From an optimization exercise on the open Yosys and OpenROAD flow, aimed at small area, a short achievable clock period and few clock cycles per item; shortcuts taken in it are not production practice. No run shown here included a check of the RTL's function; only the layout flow was run.

## flow/design.v (module list and top-level ports; edited modules follow where they fit)
// module FFT: 649 lines
module FFT(clk, rst_n, in_valid, din_r, din_i, out_valid, dout_r, dout_i);
  // ...
==> flow/flow/run.sh <==
#!/bin/bash
set -euo pipefail
export SETUP_SLACK_MARGIN=8
bash standard.sh finish > flow_make.log 2>&1
==> flow/standard.sh <==
#!/bin/bash
# synth_recipe.tcl (not shown) runs the flow's synth.tcl, then flattens the netlist and writes it again
# the make line also repeats each setting of config.mk as NAME=value (left out here)
make -C /OpenROAD-flow-scripts/flow DESIGN_CONFIG=/design/flow/config.mk WORK_HOME=/design/flow/orfs CLKGATE_MAP_FILE= SYNTH_SCRIPT=/design/flow/synth_recipe.tcl "${@:-finish}"
==> flow/config.mk <==
export PLATFORM = sky130hd
export DESIGN_NAME = FFT
export DESIGN_NICKNAME = FFT
export VERILOG_FILES = /design/flow/design.v
export SDC_FILE = /design/flow/constraint.sdc
export NUM_CORES = 4
export LEC_CHECK = 0
export CAP_MARGIN = 20
export CORE_MARGIN = 2
export CORE_UTILIZATION = 40
export PLACE_DENSITY = 0.6
export SLEW_MARGIN = 20
==> flow/constraint.sdc <==
create_clock -name core_clock -period 12.0 [get_ports {clk}]
set_input_delay 2.4000 -clock core_clock [delete_from_list [all_inputs] [get_ports {clk}]]
set_output_delay 2.4000 -clock core_clock [all_outputs]
set_load 0.01 [all_outputs]
==> impl_metrics.yaml, run 1 <==
run_status:
  outcome: "finished clean"
final_layout:
  n_all_buffers: 480
  buf_share: 0.0422
setup_path:
  cp.required_ns: 12.72
  cp_common_cell: "o21ai_2"
  rrSetupSlack_ns: 7.41
  crit_path_start_kind: "flop"
drt:
  wirelength_um: 334000
  met3_wirelength_um: 26300
  vias: 73384
die:
  coreArea_um2: 249000
  rows: 183
yosys:
  ys_top_cells_by_count: "dfxtp_1 (1652), inv_1 (1606), fa_1 (1018)"
  synth_top_area_frac: 0.329
  synth_xor_area_frac: 0.0964
  yosysSeqAreaShare: 0.332
place:
  place_hpwl_um: 250000
  gp_congestion: 0.989
  port_buffers: 59
  placed_cell_area_um2: 104000
clock_network:
  cts_resized: 645
timing:
  hold_viol: 0
  setup_ws_ns: 7.41
  finalSetupTns_ns: 0
grt:
  grt_use_met3: 0.0435
  grt_pass1_wl_um: 487000
==> inputs of run 2 (changes only) <==
--- a/flow/design.v
+++ b/flow/design.v
@@ -13,17 +13,17 @@
 reg ov;
 assign out_valid = ov;
 always @(posedge clk or negedge rst_n) begin
   if (!rst_n) begin
     run <= 1'b0; P <= 7'd0; ov <= 1'b0;
   end else begin
     if (in_valid) run <= 1'b1;
     if ((run || in_valid) && P != 7'd127) P <= P + 7'd1;
-    if (P == 7'd35) ov <= 1'b1;
+    if (P == 7'd36) ov <= 1'b1;
   end
 end
 wire [6:0] Pn = P + 7'd1;
 reg f0_dl, f0_ld, f1_ld, f1_pre, f2_dl, f2_ld, f3_ld, f3_pre;
 always @(posedge clk) begin
   f0_dl <= (Pn >= 7'd17) && (Pn <= 7'd24);
   f0_ld <= (Pn >= 7'd25) && (Pn <= 7'd32);
   f1_ld <= (Pn >= 7'd27) && (Pn <= 7'd34);
@@ -529,18 +529,19 @@
 wire [15:0] w7r = ({16{qsel3[0]}} & {{2{r0r[4][13]}},r0r[4]}) | ({16{qsel3[1]}} & r1r[4]) | ({16{qsel3[2]}} & r2r[4]) | ({16{qsel3[3]}} & r3r[4]);
 wire [15:0] w7i = ({16{qsel3[0]}} & {{2{r0i[4][13]}},r0i[4]}) | ({16{qsel3[1]}} & r1i[4]) | ({16{qsel3[2]}} & r2i[4]) | ({16{qsel3[3]}} & r3i[4]);
 function [15:0] addsub; input [15:0] a, b; input sub;
   addsub = a + (b ^ {16{sub}}) + {15'd0, sub};
 endfunction
 reg [15:0] U0r, U0i, U2r, U2i, E1r, E1i, E3r, E3i, Z0r, Z0i;
 reg d2, d3, d3b, d4;
 always @(posedge clk) begin
-  Z0r <= w0r + (w4r ^ {16{c2_0}}) + ((c2_2 ? w2i : w2r) ^ {16{c3}}) + ((c2_2 ? ~w6i : w6r) ^ {16{c3}}) + {14'd0, (c2_0 | c3), 1'b0};
-  Z0i <= w0i + (w4i ^ {16{c2_0}}) + ((c2_2 ? w6r : w2i) ^ {16{c3}}) + ((c2_2 ? ~w2r : w6i) ^ {16{c3}}) + {14'd0, (c2_0 | c3), 1'b0};
+  U0r <= addsub(w0r, w4r, c2_0); U0i <= addsub(w0i, w4i, c2_0);
+  U2r <= addsub(c2_2 ? w2i : w2r, c2_2 ? w6i : w6r, c2_2);
+  U2i <= c2_2 ? w6r - w2r : w2i + w6i;
   E1r <= addsub(w1r, w5r, c2_1); E1i <= addsub(w1i, w5i, c2_1);
   E3r <= addsub(w3r, w7r, c2_3); E3i <= addsub(w3i, w7i, c2_3);
   d2 <= c2_0; d3 <= c3; d3b <= c3; d4 <= c4;
 end
 wire signed [15:0] E1r_sg = E1r;
 wire signed [15:0] E1r_sh2 = E1r_sg >>> 2;
 wire signed [15:0] E1r_sh4 = E1r_sg >>> 4;
 wire signed [15:0] E1r_sh6 = E1r_sg >>> 6;
@@ -622,28 +623,35 @@
 wire [15:0] uds191 = uds189 ^ udc190 ^ ~fdc164;
 wire [15:0] udc192 = {((uds189) & (udc190) | (uds189) & (~fdc164) | (udc190) & (~fdc164)), 1'b0};
 wire [15:0] uds193 = uds191 ^ udc192 ^ 16'd2;
 wire [15:0] udc194 = {((uds191) & (udc192) | (uds191) & (16'd2) | (udc192) & (16'd2)), 1'b0};
 wire [15:0] U1rs = d2 ? uas175 : E1r; wire [15:0] U1rc = d2 ? uac176 : 16'd0;
 wire [15:0] U1is = d2 ? ubs181 : E1i; wire [15:0] U1ic = d2 ? ubc182 : 16'd0;
 wire [15:0] U3rs = d2 ? ucs187 : E3r; wire [15:0] U3rc = d2 ? ucc188 : 16'd0;
 wire [15:0] U3is = d2 ? uds193 : E3i; wire [15:0] U3ic = d2 ? udc194 : 16'd0;
-reg [15:0] Ars, Arc, Brs, Brc, Ais, Aic, Bis, Bic;
-reg [15:0] Y0r, Y0i;
-reg [2:0] KX;
-wire [15:0] M4 = {16{d4}};
-always @(posedge clk) begin
-  Ars <= (d3 ? U1is : U1rs) ^ M4; Arc <= (d3 ? U1ic : U1rc) ^ M4;
-  Brs <= (d3 ? ~U3is : U3rs) ^ M4; Brc <= (d3 ? ~U3ic : U3rc) ^ M4;
-  Ais <= (d3b ? U3rs : U1is) ^ M4; Aic <= (d3b ? U3rc : U1ic) ^ M4;
-  Bis <= (d3b ? ~U1rs : U3is) ^ M4; Bic <= (d3b ? ~U1rc : U3ic) ^ M4;
-  Y0r <= Z0r; Y0i <= Z0i;
-  KX <= d4 ? (d3 ? 3'd2 : 3'd4) : (d3 ? 3'd2 : 3'd0);
-end
-reg [15:0] Xr, Xi;
-always @(posedge clk) begin
-  Xr <= Y0r + Ars + Arc + Brs + Brc + {13'd0, KX};
-  Xi <= Y0i + Ais + Aic + Bis + Bic + {13'd0, KX};
-end
-assign dout_r = Xr;
-assign dout_i = Xi;
-endmodule
+    reg [15:0] Ars, Arc, Brs, Brc, Ais, Aic, Bis, Bic;
+    reg [15:0] Y0r, Y0i;
+    reg e3, e4;
+    always @(posedge clk) begin
+      Ars <= d3 ? U1is : U1rs; Arc <= d3 ? U1ic : U1rc;
+      Brs <= d3 ? ~U3is : U3rs; Brc <= d3 ? ~U3ic : U3rc;
+      Ais <= d3b ? U3rs : U1is; Aic <= d3b ? U3rc : U1ic;
+      Bis <= d3b ? ~U1rs : U3is; Bic <= d3b ? ~U1rc : U3ic;
+      Y0r <= addsub(U0r, U2r, d3); Y0i <= addsub(U0i, U2i, d3b);
+      e3 <= d3; e4 <= d4;
+    end
+    wire [15:0] y1r = Ars + Arc + Brs + Brc + {14'd0, e3, 1'b0};
+    wire [15:0] y1i = Ais + Aic + Bis + Bic + {14'd0, e3, 1'b0};
+    reg [15:0] Y0dr, Y0di, Y1r, Y1i;
+    reg g4;
+    always @(posedge clk) begin
+      Y0dr <= Y0r; Y0di <= Y0i;
+      Y1r <= y1r ^ {16{e4}}; Y1i <= y1i ^ {16{e4}};
+      g4 <= e4;
+    end
+    reg [15:0] Xr, Xi;
+    always @(posedge clk) begin
+      Xr <= Y0dr + Y1r + {15'd0, g4}; Xi <= Y0di + Y1i + {15'd0, g4};
+    end
+    assign dout_r = Xr;
+    assign dout_i = Xi;
+    endmodule
==> impl_metrics.yaml, run 2 <==
run_status:
  outcome: "finished clean"
drt:
  postRouteAntennaNets: 0
  wirelength_um: 329000
  drtIter0Drc: 6790
  vias_per_cell: 5.34
  drc: 0
  vias: 73784
  routedWlPerCell_um: 23.8
  first_pass_iters: 12
grt:
  antenna_found_initial: 41
  grt_pass1_wl_um: 479000
  grt_max_degree: 101
  grt_usage: 0.248
  overflow: 0
  grt_pass1_vias: 74134
timing:
  finClkSkew_ns: 0.0512
  tightestPinTransition_ns: 1.17
  finalSetupViolations: 0
  slew_headroom: 0.218
  fin_crit_sh: 0.344
  slew_violations: 0
  period_minus_slack_ns: 4.12
  grt_setup_unrepaired: "true"
  finalSetupTns_ns: 0
  hold_viol: 0
  clock.fmax_mhz: 243
yosys:
  ys_top_cells_by_count: "dfxtp_1 (1747), inv_1 (1537), fa_1 (914)"
  synthesis.nets: 11947
  synth-main-ff-cell: "dfxtp_1"
  yosysSeqAreaShare: 0.345
  synth_seq_cells: 1756
  synth.most_common_cell: "dfxtp_1"
  synth_top_area_cell: "dfxtp_1"
  synth_top_area_frac: 0.343
  synthTopCellsByArea: "dfxtp_1 (34%), fa_1 (18%), ha_1 (9.1%)"
  ys_warn_count: 9
  synth_cell_types: 77
  synth_edf_count: 0
  synthArstFlopShare: 0.00513
  synthCells: 10262
  synth_area_per_cell_um2: 9.94
  syn-cell-area_um2: 102000
clock_network:
  clock_latency_ns: 0.85
  clockBufferDepth: 3
  cts_sinks: 1756
  htreeDepth: 4
  clock-root-buffer: "clkbuf_16"
  postCtsHoldBufs: 0
  cts_tree: "yes"
  clk_pin_slew_ns: 0.06
  cts_made_buffers: 180
setup_path:
  cp.required_ns: 12.71
  path_max_fanout: 4
  rr_worst_depth: 15
  crit_path_start_kind: "flop"
  crit_chain: "clkinvlp_4, buf_12, fa_1, inv_1, fa_1, inv_2, fa_1, buf_6, xor2_1, xnor2_1, fa_1, inv_1, ha_1, and2_4, o31a_1"
  cp_common_cell: "fa_1"
  critPathKind: "flop to flop"
  arrival_ns: 4.83
  endpoint_kind: "flop"
  slowest_stage: "fa_1"
  max_stage_delay_ns: 0.53
final_layout:
  final_cells: 13826
  layout_common_cells: "dfxtp_1 (1654), inv_1 (1476), fa_1 (871)"
  drive_gt1_frac: 0.0947
  n_fill_cell: 23675
  final_common_cell: "dfxtp_1"
  area_delta_synth_final_pct: 13.5
  layout.nets: 11984
worst_hold_path:
  min_path_cells: 0
  worstHoldPathType: "flop to flop"
die:
  initial_core_util: 0.402
  io_pins: 60
  coreArea_um2: 254000
  die_x_um: 509
  fp.dieH_um: 509
  dieArea_um2: 259000
  rows: 185
place:
  place_hpwl_um: 254000
  placed_cells: 13311
  port_buffers: 59
  gp_congestion: 0.943
job:
  maxCapViolations: 0
[run 2: changes by cell type after synthesis, sizes merged, moves of 21 or more]
cell	previous run	this run
clkbuf	367	346
ha	663	744
inv	1607	1540
a21oi	317	429
nand2	771	717
nand3	174	134
fa	1018	914
o21bai	39	79
dfxtp	1652	1747
xor2	344	372
a31oi	40	18
xnor2	761	711
nor2	260	430
[run 2: what timing repair did]
action | in CTS | in global routing
buffers inserted | 105 | 53
gates resized for setup | 325 | 214
pin swaps | 83 | 111
gates cloned | 7 | 7
endpoints found under the setup margin | 326 | 166
[run 2: through the flow]
step	cell area, µm²	setup WS [ns]	hold WS (ns)	util
3_5_place_dp	106000	6.51	0.313	0.417
4_1_cts	114000	7.88	0.325	0.450
2_1_floorplan	102000	7.79	0.310	-
5_1_grt	116000	7.75	0.327	0.456
6_report	116000	7.88	0.323	0.456
3_3_place_gp	106000	6.60	0.314	0.417
[run 2: kinds of logic after synthesis]
kind of cell / after synthesis / share of synthesized area
buffers and inverters: 2002 / 0.0739
muxes: 134 / 0.0132
adders and majority gates: 1658 / 0.271
and+or+nand+nor: 1667 / 0.0715
xor gates and xnor gates: 1083 / 0.0930
DFF: 1756 / 0.345
AOI/OAI and AO/OA: 1962 / 0.132
[run 2: layout make-up]
type,count,area (µm²),share of cell area
antenna,11,27.5,0.000238
clock buffer,254,5230,0.0452
clock inverter,78,1150,0.00993
inverter,1542,5890,0.0509
multi-input combinational,6504,60600,0.523
sequential,1756,35400,0.306
tap,3366,4210,0.0364
timing repair buffer,315,3210,0.0277
[run 2: routing by layer]
metal / vias up / track usage / part of all wire
met3: 648 / 0.0379 / 0.066
met4: 16 / 0.106 / 0.050
met2: 2647 / 0.409 / 0.47
met1: 36836 / 0.322 / 0.42
met5: - / 0 / 0.00030
li1: 33637 / - / -
[run 2: worst max-delay path: cells and delay by family (launching register included)]
kind	cells	cell delay, ns
AO/OA/AOI/OAI	1	0.29
XOR/XNOR	2	0.31
adder cells (fa/ha/maj)	5	2.25
buffers and inverters	6	0.60
flip-flops	1	0.35
AND/OR/NAND/NOR	1	0.18
[run 2: worst paths after layout]
check,startpoint,end,slack [ns]
max reg2reg,E3i[8]$_DFF_P_,Ais[6]$_DFF_P_,7.88
max in group asynchronous,rst_n,ov$_DFFE_PN0N_,9.74
max,E3i[8]$_DFF_P_,Ais[6]$_DFF_P_,7.88
min reg2reg,r1i[3][13]$_DFF_P_,r1i[4][13]$_DFF_P_,0.32
min,r1i[3][13]$_DFF_P_,r1i[4][13]$_DFF_P_,0.32
min in group asynchronous,rst_n,P[0]$_DFFE_PN0P_,1.90
==> inputs of run 3 (changes only) <==
==> flow/flow/run.sh (replaced) <==
#!/bin/bash
set -euo pipefail
export SETUP_SLACK_MARGIN=9
bash standard.sh finish > flow_make.log 2>&1
==> impl_metrics.yaml, run 3 <==
run_status:
  outcome: "finished clean"
yosys:
  synth_top_area_frac: 0.343
  synth_cell_types: 77
  synthMuxAreaShare: 0.0132
  synth_xor_area_frac: 0.0930
  synth_top_family_by_area: "adder cells"
  ys_top_cells_by_count: "dfxtp_1 (1747), inv_1 (1537), fa_1 (914)"
  ys_warn_count: 9
  synth_edf_count: 0
  synth.most_common_cell: "dfxtp_1"
  synthArstFlopShare: 0.00513
  syn-cell-area_um2: 102000
  synthTopCellsByArea: "dfxtp_1 (34%), fa_1 (18%), ha_1 (9.1%)"
  synth_area_per_cell_um2: 9.94
  synthCells: 10262
  synth_adder_area_share: 0.271
  yosysSeqAreaShare: 0.345
  synth_compound_area_frac: 0.132
  synthSimpleGateAreaFrac: 0.0715
  synthesis.nets: 11947
  synth-main-ff-cell: "dfxtp_1"
  synth_seq_cells: 1756
  synth_top_area_cell: "dfxtp_1"
setup_path:
  crit_path_start: "E3i[5]$_DFF_P_"
  slowest_stage: "fa_1"
  critPathTopFamily: "adder cells"
  path_max_fanout: 3
  critPathBufInv: 5
  max_stage_delay_ns: 0.56
  rrSetupSlack_ns: 8.01
  crit_chain: "buf_12, fa_1, inv_1, fa_1, inv_1, fa_1, buf_6, xor2_2, xnor2_2, fa_1, inv_2, ha_4, and2_4, o31a_1"
  cp_common_cell: "fa_1"
  arrival_ns: 4.72
  crit_path_start_kind: "flop"
  critPathKind: "flop to flop"
  r2r-start: "E3i[5]$_DFF_P_"
  cp.required_ns: 12.74
  endpoint_kind: "flop"
timing:
  hold_slack_ns: 0.321
  slew_headroom: 0.146
  setup_ws_ns: 8.01
  slew_violations: 0
  tightestPinTransition_ns: 1.28
  hold_viol: 0
  finalSetupViolations: 0
  grt_setup_unrepaired: "true"
  clock.fmax_mhz: 251
  period_minus_slack_ns: 3.99
  finalSetupTns_ns: 0
  finClkSkew_ns: 0.0672
  fin_crit_sh: 0.332
die:
  initial_core_util: 0.402
  fp.dieH_um: 509
  io_pins: 60
  coreArea_um2: 254000
  die_x_um: 509
  dieArea_um2: 259000
  rows: 185
drt:
  vias: 76927
  first_pass_iters: 9
  drc: 0
  wirelength_um: 342000
  drtIter0Drc: 6976
  vias_per_cell: 5.34
  postRouteAntennaNets: 0
  routedWlPerCell_um: 23.8
final_layout:
  n_fill_cell: 21751
  final_common_cell: "dfxtp_1"
  layout.nets: 12557
  drive_gt1_frac: 0.287
  finish.utilization: 0.516
  regArea_um2: 35700
  layout_common_cells: "dfxtp_1 (1549), inv_1 (1251), fa_1 (631)"
  final_cells: 14406
  area_delta_synth_final_pct: 28.4
  multi_input_area_um2: 68800
grt:
  grt_pass1_vias: 77638
  grt_max_degree: 90
  grt_pass1_wl_um: 497000
  grt_usage: 0.256
  overflow: 0
  antenna_found_initial: 21
job:
  maxCapViolations: 0
clock_network:
  clk_pin_slew_ns: 0.06
  cts_sinks: 1756
  cts_made_buffers: 185
  postCtsHoldBufs: 0
  cts_tree: "yes"
  clock_latency_ns: 0.87
  htreeDepth: 4
  clock-root-buffer: "clkbuf_16"
  clockBufferDepth: 3
place:
  place_hpwl_um: 247000
  placed_cells: 13299
  port_buffers: 59
  pre_cts_slack_ns: 6.83
  gp_congestion: 0.930
worst_hold_path:
  hold_start: "r3i[1][3]$_DFF_P_"
  worstHoldPathType: "flop to flop"
==> run 3: layout make-up <==
cell class                 instances  area share
antenna                            9    0.000172
clock buffer                     258      0.0412
clock inverter                    88     0.00951
inverter                        1542      0.0460
multi-input combinational       6504       0.525
sequential                      1756       0.272
tap                             3366      0.0322
timing repair buffer             883      0.0737
==> run 3: metal layers <==
metal  global-route usage  vias to the layer above  wire length, µm
met1                0.342                    38541           144000
met2                0.405                     2944           154000
met5                    0                        -               67
li1                     -                    34777                -
met3               0.0449                      655            26200
met4                0.115                       10            18400
==> run 3: cell families after synthesis <==
group / Yosys count
buffers and inverters: 2002
AOI/OAI and AO/OA: 1962
DFF: 1756
and+or+nand+nor: 1667
adders and majority gates: 1658
xor gates and xnor gates: 1083
muxes: 134
==> run 3: worst paths after layout <==
kind,end,depth (start not counted)
min in group asynchronous,P[6]$_DFFE_PN0P_,1
setup / recovery,Ais[5]$_DFF_P_,14
setup reg to reg,Ais[5]$_DFF_P_,14
hold / removal,r3i[2][3]$_DFF_P_,0
max in group asynchronous,P[1]$_DFFE_PN0P_,1
hold reg to reg,r3i[2][3]$_DFF_P_,0
==> run 3: through the flow <==
stage                     cell area (µm²)
after floorplan                    106000
after global placement             109000
after detailed placement           109000
after CTS                          126000
after global routing               131000
final                              131000
==> run 3: worst reg2reg max path: stages, from the launching register on <==
cell     delay [ns]
dfxtp_4        0.39
buf_12         0.14
fa_1           0.52
inv_1          0.05
fa_1           0.48
inv_1          0.05
fa_1           0.49
buf_6          0.15
xor2_2         0.18
xnor2_2        0.16
fa_1           0.56
inv_2          0.06
ha_4           0.21
and2_4         0.17
o31a_1         0.27
==> run 3: what timing repair did <==
item,in CTS,in global routing
pin swaps,734,582
setup endpoints to repair,604,545
cloned,44,7
gates resized for setup,1499,722
buffers inserted,492,209

separate check: timing with driven ports:
No port has a modelled driver above. Below, the same layouts with a new extraction and two added sets of constraints.
Step 1 (the two cells are an assumption about what drives the block):
set clk [get_ports {clk}]
set_driving_cell -lib_cell sky130_fd_sc_hd__clkbuf_16 $clk
set_driving_cell -lib_cell sky130_fd_sc_hd__buf_2 [delete_from_list [all_inputs] $clk]
Step 2 moves the port delays by t, midway between the first and last clock arrival at a register: inputs arrive t later, outputs are due t later. That takes back most of the time a late clock gives input paths.
Three values: ideal, step 1, step 2; two values: the first two.
| run | t, ns | setup WS [ns] | hold slack, ns | latest minus earliest clock arrival (ns) |
|---|---|---|---|---|
| run 1 | 0.928 | 7.407 / 7.407 / 7.078 | 0.326 / 0.326 / 0.326 | 0.042 / 0.043 |
| run 2 | 0.919 | 7.877 / 7.877 / 7.259 | 0.323 / 0.323 / 0.323 | 0.063 / 0.063 |
| run 3 | 0.931 | 8.014 / 8.014 / 7.345 | 0.321 / 0.321 / 0.321 | 0.070 / 0.071 |
After both steps setup and hold are still met in every run listed. For run 3, which loses most, drivers alone change the setup slack by 0.000 ns; drivers and shift together by -0.669 ns.
